Source: an optimization exercise on an open RTL-to-GDS flow (aim: small area). Production flows keep margins and buffers that such runs may drop. At most, simulation tests tie the RTL to the original design; equivalence was not proved. Power is estimated from default activity; no workload was simulated.

oak:
// cmd_int
module cmd_int(
input    wire        i_clk,
input    wire        i_rst,
input    wire        i_data_valid,
input    wire [7:0]  i_data,
output   reg         o_buff_en,
output   wire        o_data_valid,
output   wire [7:0]  o_data,
output   reg         o_srst,
output   reg         o_pgrm_icap,
output   wire [26:0] o_ddr_strt_addr,
output   wire [19:0] o_trans_len,
output   reg         o_load,
input    wire  [19:0]i_icap_clk_cnt,
input    wire  [19:0]i_total_clk_cnt,
input    wire        i_uart_tx_buffer_full,
input    wire        i_dma_done,
output   reg         o_pr_reset
);
For scale: roughly 940 cells after synthesis, about 280 flip-flops, roughly 12,000 sq um of cells after synthesis.
export LEC_CHECK = 0
export CAP_MARGIN = 20
export CORE_MARGIN = 2
export CORE_UTILIZATION = 70
export PLACE_DENSITY = 0.8
export SLEW_MARGIN = 20
create_clock -name core_clock -period 5.0 [get_ports {i_clk}]
standard.sh (not shown) runs the stock make flow with config.mk's settings and CLKGATE_MAP_FILE= SYNTH_SCRIPT=/design/flow/synth_recipe.tcl, a recipe that flattens the netlist after the stock synthesis.
==> flow/flow/run.sh <==
#!/bin/bash
# Own layout flow: the standard ORFS flow (standard.sh, unchanged synthesis),
# with two layout settings that ORFS reads from the environment:
#  - the port buffers that buffer_ports inserts use the smallest buffer cell
#    (every input and output port still gets its own buffer);
#  - clock tree synthesis without dummy loads, with the clustering given below.
set -euo pipefail
export BUFFER_PORTS_ARGS="-buffer_cell sky130_fd_sc_hd__buf_1"
export CTS_ARGS="-sink_clustering_enable -repair_clock_nets -dont_use_dummy_load -buf_list sky130_fd_sc_hd__clkbuf_2 -sink_clustering_size 6 -sink_clustering_max_diameter 25"
bash standard.sh finish > flow_standard.log 2>&1
oak finished every step from synthesis to the final layout, and the layout passed the timing, design-rule and antenna checks.
Relative to oak, the following input files were edited for pine:
diff --git a/flow/flow/run.sh b/flow/flow/run.sh
--- a/flow/flow/run.sh
+++ b/flow/flow/run.sh
@@ -7,4 +7,4 @@
 set -euo pipefail
 export BUFFER_PORTS_ARGS="-buffer_cell sky130_fd_sc_hd__buf_1"
-export CTS_ARGS="-sink_clustering_enable -repair_clock_nets -dont_use_dummy_load -buf_list sky130_fd_sc_hd__clkbuf_2 -sink_clustering_size 6 -sink_clustering_max_diameter 25"
+export CTS_ARGS="-sink_clustering_enable -repair_clock_nets -dont_use_dummy_load -buf_list sky130_fd_sc_hd__clkbuf_8 -sink_clustering_size 14 -sink_clustering_max_diameter 40"
 bash standard.sh finish > flow_standard.log 2>&1
diff --git a/flow/config.mk b/flow/config.mk
--- a/flow/config.mk
+++ b/flow/config.mk
@@ -8,5 +8,5 @@
 export CAP_MARGIN = 20
 export CORE_MARGIN = 2
-export CORE_UTILIZATION = 70
-export PLACE_DENSITY = 0.8
+export CORE_UTILIZATION = 60
+export PLACE_DENSITY = 0.7
 export SLEW_MARGIN = 20
[summary]
Compared with oak, pine ends up with a larger final cell area.
Relative to oak, pine improves clock period minus final worst setup slack.
pine vs oak — sequential share of layout area dropped 1.1 points.
Of pine and oak, it is pine that has the lower wire length.
The following lists how birch was set up differently from pine:
diff --git a/flow/flow/run.sh b/flow/flow/run.sh
--- a/flow/flow/run.sh
+++ b/flow/flow/run.sh
@@ -7,4 +7,4 @@
 set -euo pipefail
 export BUFFER_PORTS_ARGS="-buffer_cell sky130_fd_sc_hd__buf_1"
-export CTS_ARGS="-sink_clustering_enable -repair_clock_nets -dont_use_dummy_load -buf_list sky130_fd_sc_hd__clkbuf_8 -sink_clustering_size 14 -sink_clustering_max_diameter 40"
+export CTS_ARGS="-sink_clustering_enable -repair_clock_nets -dont_use_dummy_load -buf_list sky130_fd_sc_hd__clkbuf_8 -sink_clustering_size 18 -sink_clustering_max_diameter 35"
 bash standard.sh finish > flow_standard.log 2>&1
diff --git a/flow/config.mk b/flow/config.mk
--- a/flow/config.mk
+++ b/flow/config.mk
@@ -8,5 +8,5 @@
 export CAP_MARGIN = 20
 export CORE_MARGIN = 2
-export CORE_UTILIZATION = 60
-export PLACE_DENSITY = 0.7
+export CORE_UTILIZATION = 70
+export PLACE_DENSITY = 0.8
 export SLEW_MARGIN = 20
Results
- From pine to birch the numbers moved as follows: first-iteration DRC count shows an increase of 408, final-layout clock buffer total shows an increase of 8.8%, logic gate share of total power shows a reduction of 0.3 points, required time at the endpoint of the critical path shows no meaningful change.
- Summary — total number of tap cells, birch relative to pine: lower, by 17%.
- Re global-route usage over all layers: birch and pine aren't equal, and the lower value belongs to pine.
- When birch is measured against pine, its clock skew turns out 57 ps higher.
- Diff pine -> birch: final area flat; leakage power +0.018 nW; switching power +about 2.8%.
[inputs] maple vs birch
diff --git a/flow/flow/run.sh b/flow/flow/run.sh
--- a/flow/flow/run.sh
+++ b/flow/flow/run.sh
@@ -7,4 +7,4 @@
 set -euo pipefail
 export BUFFER_PORTS_ARGS="-buffer_cell sky130_fd_sc_hd__buf_1"
-export CTS_ARGS="-sink_clustering_enable -repair_clock_nets -dont_use_dummy_load -buf_list sky130_fd_sc_hd__clkbuf_8 -sink_clustering_size 18 -sink_clustering_max_diameter 35"
+export CTS_ARGS="-sink_clustering_enable -repair_clock_nets -dont_use_dummy_load -buf_list sky130_fd_sc_hd__clkbuf_4 sky130_fd_sc_hd__clkbuf_8 -sink_clustering_size 12 -sink_clustering_max_diameter 40"
 bash standard.sh finish > flow_standard.log 2>&1
==> summary.txt <==
Looking across birch and maple, the single run that reached the end with no open violations was birch. The flow ended early for maple: it failed with a tool error in clock tree synthesis. As far as vertical extent of the die is concerned, birch and maple perform about the same. From birch to maple, average instance area after synthesis did not move at all. maple against birch: post-synthesis instance total stayed essentially flat; sequential area share after synthesis about even; boundary pin count roughly the same.

---

Setup of v27:
cmd_int, a different RTL version from the one above (not shown whole).
Size in the first run: about 110 I/O pins, about 12000 um2 of cells after synthesis.
Design cmd_int, start of the top module:
module cmd_int(
input    wire        i_clk,
input    wire        i_rst,
input    wire        i_data_valid,
input    wire [7:0]  i_data,
output   reg         o_buff_en,
output   wire        o_data_valid,
output   wire [7:0]  o_data,
output   wire        o_srst,
output   wire        o_pgrm_icap,
output   wire [26:0] o_ddr_strt_addr,
output   wire [19:0] o_trans_len,
output   wire        o_load,
input    wire  [19:0]i_icap_clk_cnt,
input    wire  [19:0]i_total_clk_cnt,
input    wire        i_uart_tx_buffer_full,
input    wire        i_dma_done,
output   wire        o_pr_reset
);
function [3:0] cls;
  input [7:0] c;
  case (c)
    8'h31: cls = 4'd1;  
    8'h32: cls = 4'd2;  
    8'h41: cls = 4'd3;  
    8'h43: cls = 4'd4;  
    8'h44: cls = 4'd5;  
    8'h45: cls = 4'd6;  
    8'h49: cls = 4'd7;  
    8'h4C: cls = 4'd8;  
    8'h4D: cls = 4'd9;  
    8'h4E: cls = 4'd10;  
    8'h4F: cls = 4'd11;  
    8'h50: cls = 4'd12;  
    8'h52: cls = 4'd13;  
    8'h53: cls = 4'd14;  
    8'h54: cls = 4'd15;  
    default: cls = 4'd0;
  endcase
endfunction
function [5:0] ac_next;
  input [5:0] s;
  input [7:0] c;
  reg [3:0] cc;
  reg [5:0] x;
  begin
    cc = cls(c);
    x = 6'd0;
    if ((cc == 4'd1) & ((s == 6'd61) | (s == 6'd63))) x = x | 6'd1;  
    if ((cc == 4'd2) & ((s == 6'd61) | (s == 6'd63))) x = x | 6'd1;  
    if ((cc == 4'd3) & ((s[5:2] == 4'd14))) x = x | 6'd1;  
    if ((cc == 4'd4) & ((s[5:2] == 4'd10))) x = x | 6'd1;  
  ...
clock: 5.0 ns
lec_check: 0
cap_margin: 20
core_margin: 2
core_utilization: 75
place_density: 0.8
slew_margin: 20
==> flow/flow/run.sh <==
#!/bin/bash
# Own layout flow: the standard ORFS flow (standard.sh, unchanged synthesis),
# with two layout settings that ORFS reads from the environment:
#  - the port buffers that buffer_ports inserts use the smallest buffer cell
#    (every input and output port still gets its own buffer);
#  - clock tree synthesis without dummy loads, with the clustering given below.
set -euo pipefail
export BUFFER_PORTS_ARGS="-buffer_cell sky130_fd_sc_hd__buf_1"
export CTS_ARGS="-sink_clustering_enable -repair_clock_nets -dont_use_dummy_load -buf_list sky130_fd_sc_hd__clkbuf_4 -sink_clustering_size 10 -sink_clustering_max_diameter 40"
bash standard.sh finish > flow_standard.log 2>&1
v27: full flow OK, the timing, design-rule and antenna checks passed
Here is what was changed in the inputs of v16 compared with v27.
Settings: PLACE_DENSITY: 0.8 -> 0.75; CORE_UTILIZATION: 75 -> 65.
## What came out
Against v27, v16 reports a initial core utilization that is lower. Sort v27 and v16 by routed via count divided by cell count, ascending, and v16 comes first. The maximum frequency of v16 was superior to that of v27. Number of global-route vias before repair, v27 and v16: larger value in v27. Sort v27 and v16 by count of buffers not belonging to the clock network in the layout, descending, and v16 comes first. Compared v16 against v27; multi-input gate share of total cell area within noise. Re clock skew: v27 and v16 aren't equal, and the lower value belongs to v27. When the final numbers for v27 and v16 were put side by side, the fraction of power consumed by the clock network turned out to be greater in v27. Summary — met3 global-route usage, v16 relative to v27: lower, by 2.2 points. Design area: v16 worse than v27.
Input changes introduced in v56 (baseline for comparison: v16):
Settings: CORE_UTILIZATION now 85, was 65; PLACE_DENSITY now 0.92, was 0.75.
## What came out
Delta(combinational cell fraction of total power, v56 - v16) > 0. Signed area change from the synthesized netlist to the final layout for v56 is lower than for v16. Taking v16 as the reference, in v56 number of antenna violations at the first check in global routing fell by 1; final standard cell area without fillers fell 0.76%; critical path arrival saw an increase; maximum frequency went down by about 2.2%; number of well taps has decreased. Comparing v16 and v56, the higher hold slack was measured on v56. Re detailed-route wire length: v56 is about 17% up on v16. Via total after detailed routing: higher on v56. The critical path endpoint comes out o_trans_len[6] in one run and o_data_valid in the other, namely in v16 and v56 respectively.
Modified inputs, v34 compared to v56
Settings: CORE_UTILIZATION now 75, was 85; PLACE_DENSITY now 0.9, was 0.92.
### Flow results
The routed wire length in v34 was lower than what v56 gave.
Compared with v56, v34 shows a higher share of power burned in the clock network.
Relative to v56, period utilization has gone up in v34.
#### Input delta (v24 over v34)
Settings: CORE_UTILIZATION now 70, was 75; PLACE_DENSITY now 0.8, was 0.9.
-- flow/flow/run.sh --
<<< v34, line 7
set -euo pipefail
export BUFFER_PORTS_ARGS="-buffer_cell sky130_fd_sc_hd__buf_1"
export CTS_ARGS="-sink_clustering_enable -repair_clock_nets -dont_use_dummy_load -buf_list sky130_fd_sc_hd__clkbuf_4 -sink_clustering_size 10 -sink_clustering_max_diameter 40"
bash standard.sh finish > flow_standard.log 2>&1
>>> v24, line 7
set -euo pipefail
export BUFFER_PORTS_ARGS="-buffer_cell sky130_fd_sc_hd__buf_1"
export CTS_ARGS="-sink_clustering_enable -repair_clock_nets -dont_use_dummy_load -buf_list {sky130_fd_sc_hd__clkbuf_4 sky130_fd_sc_hd__clkbuf_8} -root_buf sky130_fd_sc_hd__clkbuf_8 -sink_clustering_buffer sky130_fd_sc_hd__clkbuf_4 -sink_clustering_size 12 -sink_clustering_max_diameter 35"
bash standard.sh finish > flow_standard.log 2>&1
==> comparison <==
The higher final critical-path setup slack came out of v24.
Changes observed in v24 relative to v34: share of the core filled with cells in the final layout went down by 5.8 points; number of well taps grew by 9; cell count went up.
Going from v34 to v24, overall global routing resource usage went down 2.6 points; final cycle utilization of the critical path went down 1.6 points; area growth from synthesis to layout went up 0.45 points.

---

## run A
Another version of the RTL of cmd_int (not shown whole).
Size: about 1100 cells after synthesis, ~280 flip-flops, about 0.013 mm^2 of cells after synthesis.
Design cmd_int, start of the top module:
module cmd_int(
input    wire        i_clk,
input    wire        i_rst,
input    wire        i_data_valid,
input    wire [7:0]  i_data,
output   reg         o_buff_en,
output   wire        o_data_valid,
output   wire [7:0]  o_data,
output   reg         o_srst,
output   reg         o_pgrm_icap,
output   wire [26:0] o_ddr_strt_addr,
output   wire [19:0] o_trans_len,
output   reg         o_load,
input    wire  [19:0]i_icap_clk_cnt,
input    wire  [19:0]i_total_clk_cnt,
input    wire        i_uart_tx_buffer_full,
input    wire        i_dma_done,
output   reg         o_pr_reset
);
clock: 5.0 ns
lec_check: 0
cap_margin: 20
core_margin: 2
core_utilization: 40
cts_buf_list: sky130_fd_sc_hd__clkbuf_8
cts_cluster_diameter: 50
cts_cluster_size: 20
slew_margin: 20
run.sh (not shown) runs the stock make flow with config.mk's settings and CLKGATE_MAP_FILE= SYNTH_SCRIPT=/design/flow/synth_recipe.tcl, a recipe that flattens the netlist after the stock synthesis.
Stock flow here: none of the scripts above is used.
Run A closes out successfully: all stages finished, all timing, DRC and antenna checks passed.
diff inputs: run A => run B
Settings: CTS_BUF_LIST now sky130_fd_sc_hd__clkbuf_16, was sky130_fd_sc_hd__clkbuf_8; CTS_CLUSTER_SIZE now 25, was 20; CTS_CLUSTER_DIAMETER now 60, was 50.
### Flow results
Relative to run A, mean routed wirelength per cell increased by about 0.4% in run B.
Changes observed in run B relative to run A: tightest slew margin relative to the limit +3.9 points, power density of the placed cells saw an increase.
Compared with run A, run B instantiates a smaller number of standard cells.
Run B vs run A: worst setup slack up
From run A to run B the numbers moved as follows: sequential share of layout area now sits lower; slack of the worst reg-to-reg path -30 ps; delay of the slowest cell on the worst path comparable.
Run B and run A ended up with nearly the same global-route total usage across every layer.
Edits applied to the flow inputs when going from run B to run C:
Settings: CTS_CLUSTER_SIZE: 25 -> unset; CTS_BUF_LIST: sky130_fd_sc_hd__clkbuf_16 -> unset; CTS_CLUSTER_DIAMETER: 60 -> unset.
==> flow/flow/run.sh (new file) <==
#!/bin/bash
# Own layout flow: the standard ORFS flow (standard.sh, unchanged synthesis),
# with two layout settings that ORFS reads from the environment:
#  - the port buffers that buffer_ports inserts use the smallest buffer cell
#    (every input and output port still gets its own buffer);
#  - clock tree synthesis without dummy loads, with the clustering given below.
set -euo pipefail
export BUFFER_PORTS_ARGS="-buffer_cell sky130_fd_sc_hd__buf_1"
export CTS_ARGS="-sink_clustering_enable -repair_clock_nets -dont_use_dummy_load -buf_list sky130_fd_sc_hd__clkbuf_8 -sink_clustering_size 20 -sink_clustering_max_diameter 50"
bash standard.sh finish > flow_standard.log 2>&1
==> flow/standard.sh (new file) <==
#!/bin/bash
# synth_recipe.tcl (not shown) runs the flow's synth.tcl, then flattens the netlist and writes it again
# the make line also repeats each setting of config.mk as NAME=value (left out here)
make -C /OpenROAD-flow-scripts/flow DESIGN_CONFIG=/design/flow/config.mk WORK_HOME=/design/flow/orfs CLKGATE_MAP_FILE= SYNTH_SCRIPT=/design/flow/synth_recipe.tcl "${@:-finish}"
removed: flow/run.sh
Findings:
- Run B -> run C: number of fillers in the final layout increased by a few percent
- Depth of the worst register-to-register path (lower): run C
- [run C] final period demand of the worst path fell 320 ps relative to run B
- Final area is lower on run C
- Sort run B and run C by power, ascending, and run C comes first.
- Against run B as the reference, run C delivers a lower maximum number of pins on one net before global-route repair.
- Per the comparison of run C with run B, post-layout net count comparable; worst endpoint data arrival time now sits lower; worst setup slack after layout went up.
- Latest clock arrival within the worst-skew pair: run B and run C compared, higher one is run C
- Relative to run B, aggregate global-route resource usage decreased by 0.33 points in run C.
No functional check of the RTL was part of any run of this note.

---

## alpha
Another version of the RTL of cmd_int (not shown whole).
For scale: roughly 1100 cells after synthesis, roughly 110 I/O pins.
Settings: LEC_CHECK=0, CAP_MARGIN=20, CORE_MARGIN=2, CORE_UTILIZATION=40, CTS_BUF_LIST=sky130_fd_sc_hd__clkbuf_4, SLEW_MARGIN=20; clock period 5.0 ns.
Stock flow here: none of the scripts above is used.
For beta, these inputs were changed with respect to alpha:
Settings: CTS_BUF_LIST now sky130_fd_sc_hd__clkbuf_2 sky130_fd_sc_hd__clkbuf_4, was sky130_fd_sc_hd__clkbuf_4; ABC_AREA now 1, previously not set.
Notes after the runs:
Post-route setup TNS came out exactly the same in alpha and beta. Fmax essentially unchanged between beta and alpha. [beta vs alpha] clock share of power: lower in beta. Lower critical path depth among alpha and beta: alpha.
No functional check of the RTL was part of any run of this note.

[separate check: timing with driven ports]
The results above use ideal ports. As a check the final layouts listed here were re-extracted and re-timed, cells and wires unchanged.
Step 1 assumes that a clkbuf_16 drives the clock port and a buf_2 every other input.
Step 2 times the ports against the registers' clock, not the clock port: input delays grow and output delays shrink by t, the midpoint of the rising clock arrivals with the driver on.
Three values: ideal, step 1, step 2; two values: the first two.
| run | shift t [ns] | slack for setup (ns) | worst setup path after step 2 | worst data-port slew with drivers (ns) |
|---|---|---|---|---|
| oak | 0.798 | 1.048 / 1.012 / 1.402 | input to register | 0.05 |
| pine | 0.537 | 1.339 / 1.298 / 1.400 | input to register | 0.04 |
| birch | 0.540 | 1.318 / 1.279 / 1.373 | input to register | 0.05 |
| v27 | 0.631 | 1.072 / 1.030 / 1.388 | input to register | 0.07 |
| v16 | 0.642 | 1.440 / 1.399 / 1.304 | input to register | 0.05 |
| v56 | 0.635 | 1.359 / 1.323 / 1.087 | input to register | 0.07 |
| v34 | 0.629 | 1.197 / 1.160 / 1.425 | input to register | 0.05 |
| v24 | 0.545 | 1.278 / 1.232 / 1.354 | input to register | 0.04 |
| run A | 0.621 | 0.651 / 0.605 / 1.103 | input to register | 0.04 |
| run B | 0.571 | 0.699 / 0.649 / 1.111 | input to register | 0.04 |
| run C | 0.599 | 1.023 / 0.976 / 1.369 | input to register | 0.04 |
| alpha | 0.737 | 0.648 / 0.599 / 0.926 | input to output | 0.06 |
| beta | 0.718 | 0.637 / 0.588 / 1.227 | input to output | 0.05 |
After both steps every run listed still meets setup and hold. The setup slack of v56, which loses most, moves by -0.036 ns with the drivers and by -0.272 ns with both steps.
